Source: an optimization exercise on an open RTL-to-GDS flow (aim: small area, a short achievable clock period and few clock cycles). Production flows keep margins and buffers that such runs may drop. Where RTL was checked, it was by simulation tests only, not by an equivalence proof against the original. The RTL of run 2 was laid out without a check of its function. Power figures rest on the tool's default switching activity, not on a simulated workload.

$ cat flow/run.sh
#!/bin/bash
# The standard layout (standard synthesis and ORFS steps), with one change:
# the buffers that ORFS puts on every input and output port are
# sky130_fd_sc_hd__buf_4 instead of the cell buffer_ports picks by itself
# (a slow delay cell here).
set -euo pipefail
W=$PWD
bash "$W/standard.sh" BUFFER_PORTS_ARGS="-buffer_cell sky130_fd_sc_hd__buf_4" finish > "$W/standard.log" 2>&1
$ cat standard.sh
#!/bin/bash
# synth_recipe.tcl (not shown) runs the flow's synth.tcl, then flattens the netlist and writes it again
# the make line also repeats each setting of config.mk as NAME=value (left out here)
make -C /OpenROAD-flow-scripts/flow DESIGN_CONFIG=/design/flow/config.mk WORK_HOME=/design/flow/orfs CLKGATE_MAP_FILE= SYNTH_SCRIPT=/design/flow/synth_recipe.tcl "${@:-finish}"
$ cat config.mk
export PLATFORM = sky130hd
export DESIGN_NAME = cpu
export DESIGN_NICKNAME = cpu
export VERILOG_FILES = /design/flow/design.v
export SDC_FILE = /design/flow/constraint.sdc
export NUM_CORES = 4
export LEC_CHECK = 0
export ABC_AREA = 1
export CAP_MARGIN = 20
export CORE_MARGIN = 2
export CORE_UTILIZATION = 40
export SETUP_SLACK_MARGIN = 4.55
export SLEW_MARGIN = 20
$ cat constraint.sdc
create_clock -name core_clock -period 7.5 [get_ports {clk}]
set_input_delay 1.5000 -clock core_clock [delete_from_list [all_inputs] [get_ports {clk}]]
set_output_delay 1.5000 -clock core_clock [all_outputs]
set_load 0.01 [all_outputs]
$ cat design.v
module cpu(input clk, reset, input [15:0] i_mem_rddata, output logic o_mem_rd, o_mem_wr, output logic [15:0] o_mem_addr, o_mem_wrdata);
	logic [15:0] r0, r1, r2, r3, r4, r5, r6, r7;
	logic n, z;
	logic [15:0] A;       
	logic wr;             
	logic rd;             
	logic ldc;            
	logic av;             
	logic nd;             
	logic lw;             
	logic [2:0] ldx;      
	logic [15:0] opA, opB;
	logic ecin, ewe, efl;
	logic [2:0] ed;
	wire [15:0] I = i_mem_rddata;
	wire [4:0] op = I[4:0];
	wire [2:0] X = I[7:5];
	wire [2:0] Y = I[10:8];
	wire [7:0] imm8 = I[15:8];
	wire [10:0] imm11 = I[15:5];
	function automatic [15:0] bkadd(input [15:0] x, input [15:0] y, input c0);
		logic [15:0] g, p, G, P;
		integer i, s;
		begin
			g = x & y;
			p = x ^ y;
			G = g;
			P = p;
			G[0] = g[0] | (p[0] & c0);
			for (s = 1; s < 16; s = s * 2)
				for (i = 2*s-1; i < 16; i = i + 2*s) begin
					G[i] = G[i] | (P[i] & G[i-s]);
					P[i] = P[i] & P[i-s];
				end
			for (s = 4; s >= 1; s = s / 2)
				for (i = 3*s-1; i < 16; i = i + 2*s) begin
					G[i] = G[i] | (P[i] & G[i-s]);
					P[i] = P[i] & P[i-s];
				end
			bkadd = p ^ {G[14:0], c0};
		end
	endfunction
	wire [15:0] res = opA + opB + {15'b0, ecin};
	wire res_z = (opA[0] ^ opB[0]) == ecin &&
	             ((opA[15:1] ^ opB[15:1]) == (opA[14:0] | opB[14:0]));
	wire n_e = efl ? res[15] : n;
	wire z_e = efl ? res_z : z;
	wire [15:0] wdr = reset ? 16'b0 : res;
	wire [7:0] wen = {8{reset}} | ({7'b0, ewe} << ed);
	always @(posedge clk) begin
		if (wen[0]) r0 <= wdr;
		if (wen[1]) r1 <= wdr;
		if (wen[2]) r2 <= wdr;
		if (wen[3]) r3 <= wdr;
		if (wen[4]) r4 <= wdr;
		if (wen[5]) r5 <= wdr;
		if (wen[6]) r6 <= wdr;
		if (wen[7]) r7 <= wdr;
	end
	always @(posedge clk) begin
		if (reset) begin
			n <= 1'b0;
			z <= 1'b0;
		end else begin
			n <= n_e;
			z <= z_e;
		end
	end
	logic [15:0] rxf, ryf;
	always @(*) begin
		case (X)
			3'd0: rxf = r0; 3'd1: rxf = r1; 3'd2: rxf = r2; 3'd3: rxf = r3;
			3'd4: rxf = r4; 3'd5: rxf = r5; 3'd6: rxf = r6; default: rxf = r7;
		endcase
		case (Y)
			3'd0: ryf = r0; 3'd1: ryf = r1; 3'd2: ryf = r2; 3'd3: ryf = r3;
			3'd4: ryf = r4; 3'd5: ryf = r5; 3'd6: ryf = r6; default: ryf = r7;
		endcase
	end
	wire [15:0] rx = (ewe && ed == X) ? res : rxf;
	wire [15:0] ry = (ewe && ed == Y) ? res : ryf;
	wire jmp   = op[3];
	wire ldst  = ~op[4] & ~op[3] & op[2];
	wire isst  = op[0];
	wire mvhi  = op[4] & op[2];
	wire alu   = ~op[3] & ~ldst;
	wire domov = ~op[1] & ~op[0] & ~mvhi;           
	wire dosub = op[1] & ~mvhi;                     
	wire aluw  = alu & ~(op[1] & op[0]);            
	wire aluf  = alu & ~domov & ~mvhi;              
	wire link  = jmp & op[2];                       
	wire cond  = (~op[1] & ~op[0]) | (op[0] & z_e) | (op[1] & n_e);
	wire xrel  = ~(op[4] & op[3]);                  
	wire yrel  = ~op[4] & ~op[3];                   
	wire haz  = (ldc & ((xrel & (X == ldx)) | (yrel & (Y == ldx)) | (link & (ldx == 3'd7))))
	          | (wr & (A[8:1] == L[8:1]));    
	wire ex   = av & ~haz;
	wire dacc = ex & ldst;
	wire tk   = ex & jmp & cond;
	wire now_data = nd;
	wire [15:1] L = opB[15:1];
	wire [15:0] incw = bkadd({1'b0, now_data ? L : A[15:1]}, 16'b0, 1'b1);
	wire [15:1] inc = incw[14:0];                          
	wire [15:1] pc2 = now_data ? inc : A[15:1];           
	wire [15:1] tgt = op[4] ? ((now_data ? L : A[15:1]) + {{4{imm11[10]}}, imm11} + {14'b0, now_data}) :
	                  ((op[2] & (X == 3'd7)) ? pc2 : rx[15:1]);
	logic [15:0] A_n;
	always @(*) begin
		if (av & haz) A_n = {L, 1'b0};
		else if (dacc) A_n = ry;
		else if (tk) A_n = {tgt, 1'b0};
		else A_n = {inc, 1'b0};
	end
	logic [15:0] b;
	always @(*) begin
		if (ldst) b = {now_data ? L : A[15:1], 1'b0};    
		else if (~op[4]) b = ry;
		else if (op[2]) b = {imm8, 8'b0};
		else b = {{8{imm8[7]}}, imm8};
	end
	always @(posedge clk) begin
		if (lw) begin
			opA <= 16'b0;
			opB <= I;
			ecin <= 1'b0;
			ed <= ldx;
		end else if (link) begin
			opA <= {pc2, 1'b0};
			opB <= 16'b0;
			ecin <= 1'b0;
			ed <= 3'd7;
		end else begin
			opA <= domov ? 16'b0 : rx;
			opB <= dosub ? ~b : b;
			ecin <= dosub;
			ed <= X;
		end
	end
	always @(posedge clk) begin
		if (reset) begin
			A <= 16'b0;
			wr <= 1'b0;
			nd <= 1'b0;
			rd <= 1'b1;
			ldc <= 1'b0;
			av <= 1'b0;
			lw <= 1'b0;
			ewe <= 1'b0;
			efl <= 1'b0;
		end else begin
			A <= A_n;
			wr <= dacc & isst;
			nd <= dacc;
			rd <= ~(dacc & isst);
			ldc <= dacc & ~isst;
			av <= ~now_data & ~tk;
			lw <= ldc;
			ewe <= lw | (ex & (aluw | link));
			efl <= ex & aluf;
		end
	end
	always @(posedge clk) begin
		if (dacc) ldx <= X;
	end
	always @(*) begin
		o_mem_addr = A;
		o_mem_wr = wr;
		o_mem_rd = rd;
		o_mem_wrdata = opA;
	end
endmodule
==> impl_metrics.toml, run 1 <==
[run]
drv_cap = 0

[final_layout]
area_growth_pct = 25.80
layout.nets = 1807
antenna_cells = 0
drive_above_1_share_pct = 22.93
instances_no_fill = 2145

[detailed_routing]
drt_iter0_drc = 1515
firstDrtPassIters = 8
post_drt_wl_per_cell_microns = 24.34
route.antenna.remaining_nets = 0
vias = 12720
via_per_inst = 5.928
wl_mm = 52.21
drc_errors = 0

[worst_setup_path]
critPathTopFamily = "adder cells"
crit_start = "i_mem_rddata[5]"
critical_path.endpoint_type = "register"
critPathSlowestCell = "fa_2"
cp_data_arrival_time_ps = 3420
cp-start-kind = "primary input"
crit_chain = "buf_12, inv_12, fa_2, fa_2, inv_2, a21oi_2, o21bai_1, o21ai_1, a21oi_2, a21oi_2, nand2_1, nand2_1, a21oi_2"
cp_max_fo = 4
cpMostUsedCell = "a21oi_2"
r2r_start = "opA[0]"
critPathKind = "primary input to register"
cp.required_ps = 7900
worst_path_largest_cell_delay_ps = 410
critPathBufInv = 3

[sta]
fin_worst_skew_ps = 18.64
slew_viol_final = 0
final_hold_viol_count = 0
whs_ps = 446.6
fmax_mhz = 331.2
rsz0062_at_grt = "true"
tns_ps = 0
worstMarginPinSlew_ps = 1180
slew_headroom_pct = 21.36
fin_crit_sh_pct = 40.26
setup_viol = 0
final.min_clock_period_ps = 3019

[yosys]
yosys_register_bits = 193
syn_area_sq_mm = 0.01248
synth.most_common_cell = "nand2_1"
yosys-top-cells-count = "nand2_1, inv_1, edfxtp_1"
synth_edf_count = 131
ys_warn_count = 1
yosysTopAreaCellShare_pct = 31.53
synthCells = 1614
yosysSeqAreaShare_pct = 41.48
synthArstFlopShare_pct = 0
synth.avg_cell_area_sq_um = 7.730
synth_area_leader_cell = "edfxtp_1"
yosys-top-cells-area = "edfxtp_1, nand2_1, dfxtp_1, inv_1, ha_1"
synth_cell_types = 53
syn-num-nets = 1685
synth-main-ff-cell = "edfxtp_1"

[global_route]
grt_pass1_vias = 11800
grt_pass1_wl_mm = 74.84
antenna_found_initial = 0
grt_usage_pct = 30.83
grt_max_degree = 34
grt_overflow_total = 0

[hold_path]
min-delay-start = "ldc"
hold_path.class = "register to register"

[die]
initial_core_util_pct = 40.68
ios = 52
core_area_sq_mm = 0.03067
die_y_microns = 180.6
dieArea_sq_mm = 0.03262
dieWidth_microns = 180.6
rows = 64

[cts]
cts_buffers = 17
cts_tree = "yes"
cts_hold_buf = 0
cts_buffer_depth = 2
clock_sinks = 193
path_clk_slew_ps = 90
clock-root-buffer = "clkbuf_16"
h-tree-depth = 4
clkLatencyLatePin_ps = 470

[placed_design]
dp_cells = 2013
port_buffers = 51
gp_congestion = 0.9490
hpwl_mm = 35.46

[power]
cellLeakagePower_nw = 6.745
peakVddDrop_mv = 0.1524
p_per_area_mw_per_mm2 = 230.0
p_total_mw = 3.610

[run_status]
status = "timing/DRC/antenna clean"
==> sequential cells by signal, summed over array words and instances, names as in the netlist, 3 cells and up <==
| register | count |
|---|---|
| opB | 16 |
| ed | 3 |
| r1 | 16 |
| r5 | 16 |
| r2 | 16 |
| r6 | 16 |
| r3 | 16 |
| r4 | 16 |
| ldx | 3 |
| r7 | 16 |
| opA | 16 |
| A | 16 |
| r0 | 16 |
==> report_power, final <==
part / switching (mW) / internal (mW) / total [mW]
combinational: 0.776 / 0.379 / 1.15
clock: 0.507 / 0.493 / 1.00
sequential: 0.108 / 1.35 / 1.46
==> cell usage in the layout, fill, tap and decap left out, types with 12 or more instances in the layout <==
master,Yosys,final
o21ai_2,0,18
nand3_1,106,84
a21oi_2,10,30
inv_1,221,205
clkbuf_16,0,19
nand3_4,1,12
edfxtp_1,131,131
a21oi_1,109,89
xor2_1,19,19
o21ai_1,19,33
nand2_1,345,328
o22ai_1,48,44
nor2_1,127,114
nor2_2,4,12
o21ai_0,110,75
nand4_1,17,17
buf_12,0,15
clkinvlp_4,0,14
xnor2_1,14,13
o211ai_1,17,17
dfxtp_1,62,60
ha_1,49,42
nand3_2,5,18
nand2_2,9,18
buf_4,8,125
==> through the flow <==
step / setup slack (ps) / instance area (sq um) / util, %
5_1_grt: 4384 / 15700 / 51.18
3_5_place_dp: 2929 / 13160 / 42.91
3_3_place_gp: 2917 / 13160 / 42.91
4_1_cts: 4455 / 14810 / 48.30
2_1_floorplan: 4410 / 12520 / -
6_report: 4481 / 15700 / 51.18
==> cells by family (layout without fill, tap and decap cells) <==
| logic type | after synthesis | count (layout) | synth area share [%] |
|---|---|---|---|
| AOI/OAI and AO/OA | 378 | 378 | 17.89 |
| buffers and inverters | 295 | 427 | 9.607 |
| DFF | 193 | 193 | 41.48 |
| adders and majority gates | 53 | 53 | 5.556 |
| xor gates and xnor gates | 33 | 33 | 2.317 |
| and+or+nand+nor | 662 | 665 | 23.15 |
==> cell type report <==
type / instances / area (sq um)
sequential: 193 / 5180
fill: 2862 / 14970
clock buffer: 17 / 425.4
timing repair buffer: 156 / 1486
multi-input combinational: 1129 / 6858
inverter: 237 / 1016
tap: 396 / 495.5
timing repair inverter: 2 / 12.51
clock inverter: 15 / 222.7
==> path summary, 6_finish.rpt <==
| check | end | slack [ps] | cells past startpoint |
|---|---|---|---|
| worst min-delay path | lw | 450 | 2 |
| worst max register to register | opB[14] | 4560 | 19 |
| worst min register to register | lw | 450 | 2 |
| worst max-delay path | A[9] | 4480 | 13 |
==> repair_timing <==
item,CTS,global route
buffers inserted,55,38
gates cloned,4,3
gates resized for setup,131,123
setup endpoints to repair,64,80
pin swaps,30,65
==> layer usage <==
metal / vias up / routed length (microns) / track usage, %
li1: 5706 / - / -
met1: 5971 / 19880 / 38.76
met2: 829 / 23580 / 49.31
met3: 209 / 4784 / 5.295
met4: 0 / 3964 / 19.29
met5: - / 0 / 0
==> worst register-to-register path, delay by kind of cell (launching register included) <==
family / cells / cell delay, ps
AOI/OAI and AO/OA: 2 / 210
adders and majority gates: 2 / 600
buffers and inverters: 2 / 220
and+or+nand+nor: 13 / 1400
DFF: 1 / 400
Testbench counts, summed over its fixed seeds: cycles 75,905.
==> run 2: changes to the inputs <==
--- a/design.v
+++ b/design.v
@@ -94,14 +94,17 @@
 	wire yrel  = ~op[4] & ~op[3];                   
 	wire haz  = (ldc & ((xrel & (X == ldx)) | (yrel & (Y == ldx)) | (link & (ldx == 3'd7))))
-	          | (wr & (A[8:1] == L[8:1]));    
+	          | (wr & (incA[8:1] == opB[8:1]));    
 	wire ex   = av & ~haz;
 	wire dacc = ex & ldst;
 	wire tk   = ex & jmp & cond;
 	wire now_data = nd;
-	wire [15:1] L = opB[15:1];
-	wire [15:0] incw = bkadd({1'b0, now_data ? L : A[15:1]}, 16'b0, 1'b1);
-	wire [15:1] inc = incw[14:0];                          
-	wire [15:1] pc2 = now_data ? inc : A[15:1];           
-	wire [15:1] tgt = op[4] ? ((now_data ? L : A[15:1]) + {{4{imm11[10]}}, imm11} + {14'b0, now_data}) :
+	wire [15:1] N = opB[15:1];
+	wire [15:0] incw = bkadd({1'b0, A[15:1]}, 16'b0, 1'b1);
+	wire [15:1] incA = incw[14:0];
+	wire [15:0] decw = bkadd({1'b0, N}, 16'h7fff, 1'b0);
+	wire [15:1] L = decw[14:0];                            
+	wire [15:1] seq = now_data ? N : incA;                
+	wire [15:1] pc2 = now_data ? N : A[15:1];             
+	wire [15:1] tgt = op[4] ? (pc2 + {{4{imm11[10]}}, imm11}) :
 	                  ((op[2] & (X == 3'd7)) ? pc2 : rx[15:1]);
 	logic [15:0] A_n;
@@ -110,9 +113,9 @@
 		else if (dacc) A_n = ry;
 		else if (tk) A_n = {tgt, 1'b0};
-		else A_n = {inc, 1'b0};
+		else A_n = {seq, 1'b0};
 	end
 	logic [15:0] b;
 	always @(*) begin
-		if (ldst) b = {now_data ? L : A[15:1], 1'b0};    
+		if (ldst) b = {seq, 1'b0};    
 		else if (~op[4]) b = ry;
 		else if (op[2]) b = {imm8, 8'b0};
==> run.sh (new file) <==
#!/bin/bash
# synth_recipe.tcl (not shown) runs the flow's synth.tcl, then flattens the netlist and writes it again
# the make line also repeats each setting of config.mk as NAME=value (left out here)
make -C /OpenROAD-flow-scripts/flow DESIGN_CONFIG=/design/flow/config.mk WORK_HOME=/design/flow/orfs CLKGATE_MAP_FILE= SYNTH_SCRIPT=/design/flow/synth_recipe.tcl finish
--- a/config.mk
+++ b/config.mk
@@ -10,4 +10,4 @@
 export CORE_MARGIN = 2
 export CORE_UTILIZATION = 40
-export SETUP_SLACK_MARGIN = 4.55
+export SETUP_SLACK_MARGIN = 4.5
 export SLEW_MARGIN = 20
removed: flow/run.sh
removed: standard.sh
==> run 2 against run 1 <==
Compared with the run above:
- via count grew 2.8%
- final area grew 3.5%
- clock skew shrank 4.5 ps
- critical path type unchanged
==> impl_metrics.toml, run 2 <==
[sta]
rsz0062_at_grt = "true"
final.min_clock_period_ps = 3018
fmax_mhz = 331.4
setup_viol = 0
fin_worst_skew_ps = 14.15
fin_crit_sh_pct = 40.23
slew_headroom_pct = 46.69
tns_ps = 0
worstMarginPinSlew_ps = 791.2
whs_ps = 499.7
final_hold_viol_count = 0
slew_viol_final = 0

[detailed_routing]
wl_met2_mm = 24.64
drt_iter0_drc = 1650
wl_met1_mm = 20.72
wl_met3_mm = 4.266
via_per_inst = 5.582
route.antenna.remaining_nets = 0
vias = 13070
top_layer_used = "met4"
drc_errors = 0
post_drt_wl_per_cell_microns = 22.47
wl_mm = 52.62
firstDrtPassIters = 6

[die]
die_y_microns = 184.9
dieArea_sq_mm = 0.03419
dieWidth_microns = 184.9
ios = 52
core_area_sq_mm = 0.03237
initial_core_util_pct = 40.44
rows = 66

[global_route]
grt_pass1_vias = 12210
grt_overflow_total = 0
grt_max_degree = 27
grt_pass1_wl_mm = 75.53
grt_usage_pct = 30.31
antenna_found_initial = 0

[hold_path]
hold_path.class = "register to register"
whs_path_depth = 2
min_to = "z"
min-delay-start = "z"

[worst_setup_path]
cp_data_arrival_time_ps = 3350
crit_start = "i_mem_rddata[8]"
cp.required_ps = 7830
ff2ff_path_depth = 22
r2r_end = "A[11]"
critPathKind = "primary input to register"
cp-start-kind = "primary input"
r2r_start = "nd"
crit_chain = "buf_12, nor2_2, nand2_4, clkinvlp_4, nand2_1, o21ai_0, nor4_1, nand2_1, a31oi_2, a21oi_2"
cp_max_fo = 13
critical_path.endpoint_type = "register"
critPathSlowestCell = "nor4_1"
worst_path_largest_cell_delay_ps = 410
r2r_setup_slack_ps = 4590
cpMostUsedCell = "nand2_1"

[placed_design]
gp_congestion = 0.9797
port_buffers = 51
hpwl_mm = 37.79
dp_cells = 2231

[yosys]
syn_area_sq_mm = 0.01309
synthArstFlopShare_pct = 0
synthCells = 1769
synth_cell_types = 52
yosys-top-cells-count = "nand2_1, inv_1, nor2_1"
yosys_register_bits = 193
yosys-top-cells-area = "edfxtp_1, nand2_1, dfxtp_1, inv_1, nor2_1"
yosysTopAreaCellShare_pct = 30.05
synth_edf_count = 131
ys_warn_count = 1
syn-num-nets = 1847
synth.avg_cell_area_sq_um = 7.400
synth-main-ff-cell = "edfxtp_1"
synth_area_leader_cell = "edfxtp_1"
yosysSeqAreaShare_pct = 39.53
synth.most_common_cell = "nand2_1"

[run_status]
status = "timing/DRC/antenna clean"

[cts]
clkLatencyLatePin_ps = 460
path_clk_slew_ps = 80
cts_buffers = 17
cts_hold_buf = 0
clock_sinks = 193
cts_tree = "yes"
clock-root-buffer = "clkbuf_16"
cts_buffer_depth = 2
h-tree-depth = 4

[power]
p_per_area_mw_per_mm2 = 226.7
cellLeakagePower_nw = 7.045
p_total_mw = 3.684
peakVddDrop_mv = 0.1699

[final_layout]
layout_commonest_cell = "nand2_1"
area_growth_pct = 24.12
antenna_cells = 0
layout_common_cells = "nand2_1, inv_1, nor2_1, edfxtp_1, nand3_1"
layout.nets = 1965
nFillCells = 3244
instances_no_fill = 2342
drive_above_1_share_pct = 19.47

[run]
drv_cap = 0
## run 2: changes by cell type after synthesis, moves of 8 or more
cell      previous run  this run
ha_1                49        57
nand2_1            345       412
o211ai_1            17         8
o21ai_1             19         2
nand2_2              9        20
nand3_1            106       140
inv_1              221       234
nand3_2              5        17
nor2_1             127       197
## run 2: cell type report
cell class | instances | area (sq um) | share of cell area [%]
Multi-Input combinational cell | 1274 | 7360 | 45.29
Timing Repair inverter | 5 | 30.03 | 0.1848
Inverter | 251 | 1030 | 6.337
Clock inverter | 14 | 188.9 | 1.163
Sequential cell | 193 | 5192 | 31.96
Timing Repair Buffer | 145 | 1466 | 9.024
Tap cell | 442 | 553.0 | 3.403
Clock buffer | 18 | 429.2 | 2.641
## run 2: power breakdown
part	total [mW]	switching [mW]	leakage, nW	internal (mW)
sequential	1.46	0.112	1.85	1.35
combinational	1.24	0.822	4.90	0.414
clock	0.987	0.476	0.292	0.510
## run 2: cell families after synthesis
group                    count (synthesis)  share of synthesized area [%]
flip-flops                             193                          39.53
AND/OR/NAND/NOR                        856                          28.99
AO/OA/AOI/OAI                          323                          13.97
XOR/XNOR                                33                          2.265
adder cells (fa/ha/maj)                 60                          5.907
buffers and inverters                  304                          9.338
## run 2: stage by stage
| stage | util, % | worst slack [ps] | cell area, sq um |
|---|---|---|---|
| 5_1_grt | 50.20 | 4451 | 16250 |
| 3_5_place_dp | 43.43 | 2228 | 14060 |
| 4_1_cts | 47.73 | 4443 | 15450 |
| 3_3_place_gp | 43.43 | 2231 | 14060 |
| 6_report | 50.20 | 4482 | 16250 |
| 2_1_floorplan | - | 4400 | 13110 |
## run 2: worst max-delay path, delay by kind of cell
family          cells  cell delay (ps)
buf+inv             2              390
simple gates        5              930
compound gates      3              510
## run 2: how the worst max path moves through the flow
stage	end	cells after the start	slack, ps
2_1_floorplan	A[11]	17	4400
3_3_place_gp	A[10]	11	2230
3_5_place_dp	A[10]	11	2230
4_1_cts	A[10]	11	4440
5_1_grt	A[11]	17	4450
6_report	A[7]	10	4480
## run 2: per-layer routing
layer  global-route usage [%]  vias up
met5                        0        -
met4                    16.38        0
met3                    4.738      176
met2                    50.73      737
met1                    37.53     6065
li1                         -     6094
## run 2: repair_timing
action | CTS | global route
setup endpoints to repair | 187 | 80
pin swaps | 15 | 33
buffers inserted | 32 | 35
resized for setup | 155 | 135
cloned | 6 | 6

separate check: timing with driven ports:
No port has a modelled driver above. Below, the same layouts with a new extraction and two added sets of constraints.
Step 1 assumes that a clkbuf_16 drives the clock port and a buf_2 every other input.
Step 2 moves the port delays by t, midway between the first and last clock arrival at a register: inputs arrive t later, outputs are due t later. That takes back most of the time a late clock gives input paths.
Slacks: ideal ports / drivers / drivers and shift; pairs: ideal ports / drivers.
run | t, ns | setup slack, ns | hold slack, ns
run 1 | 0.504 | 4.481 / 4.467 / 3.962 | 0.447 / 0.447 / 0.447
run 2 | 0.499 | 4.482 / 4.457 / 3.972 | 0.500 / 0.500 / 0.500
After both steps setup and hold are still met in every run listed. For run 1, which loses most, drivers alone change the setup slack by -0.014 ns; drivers and shift together by -0.519 ns.
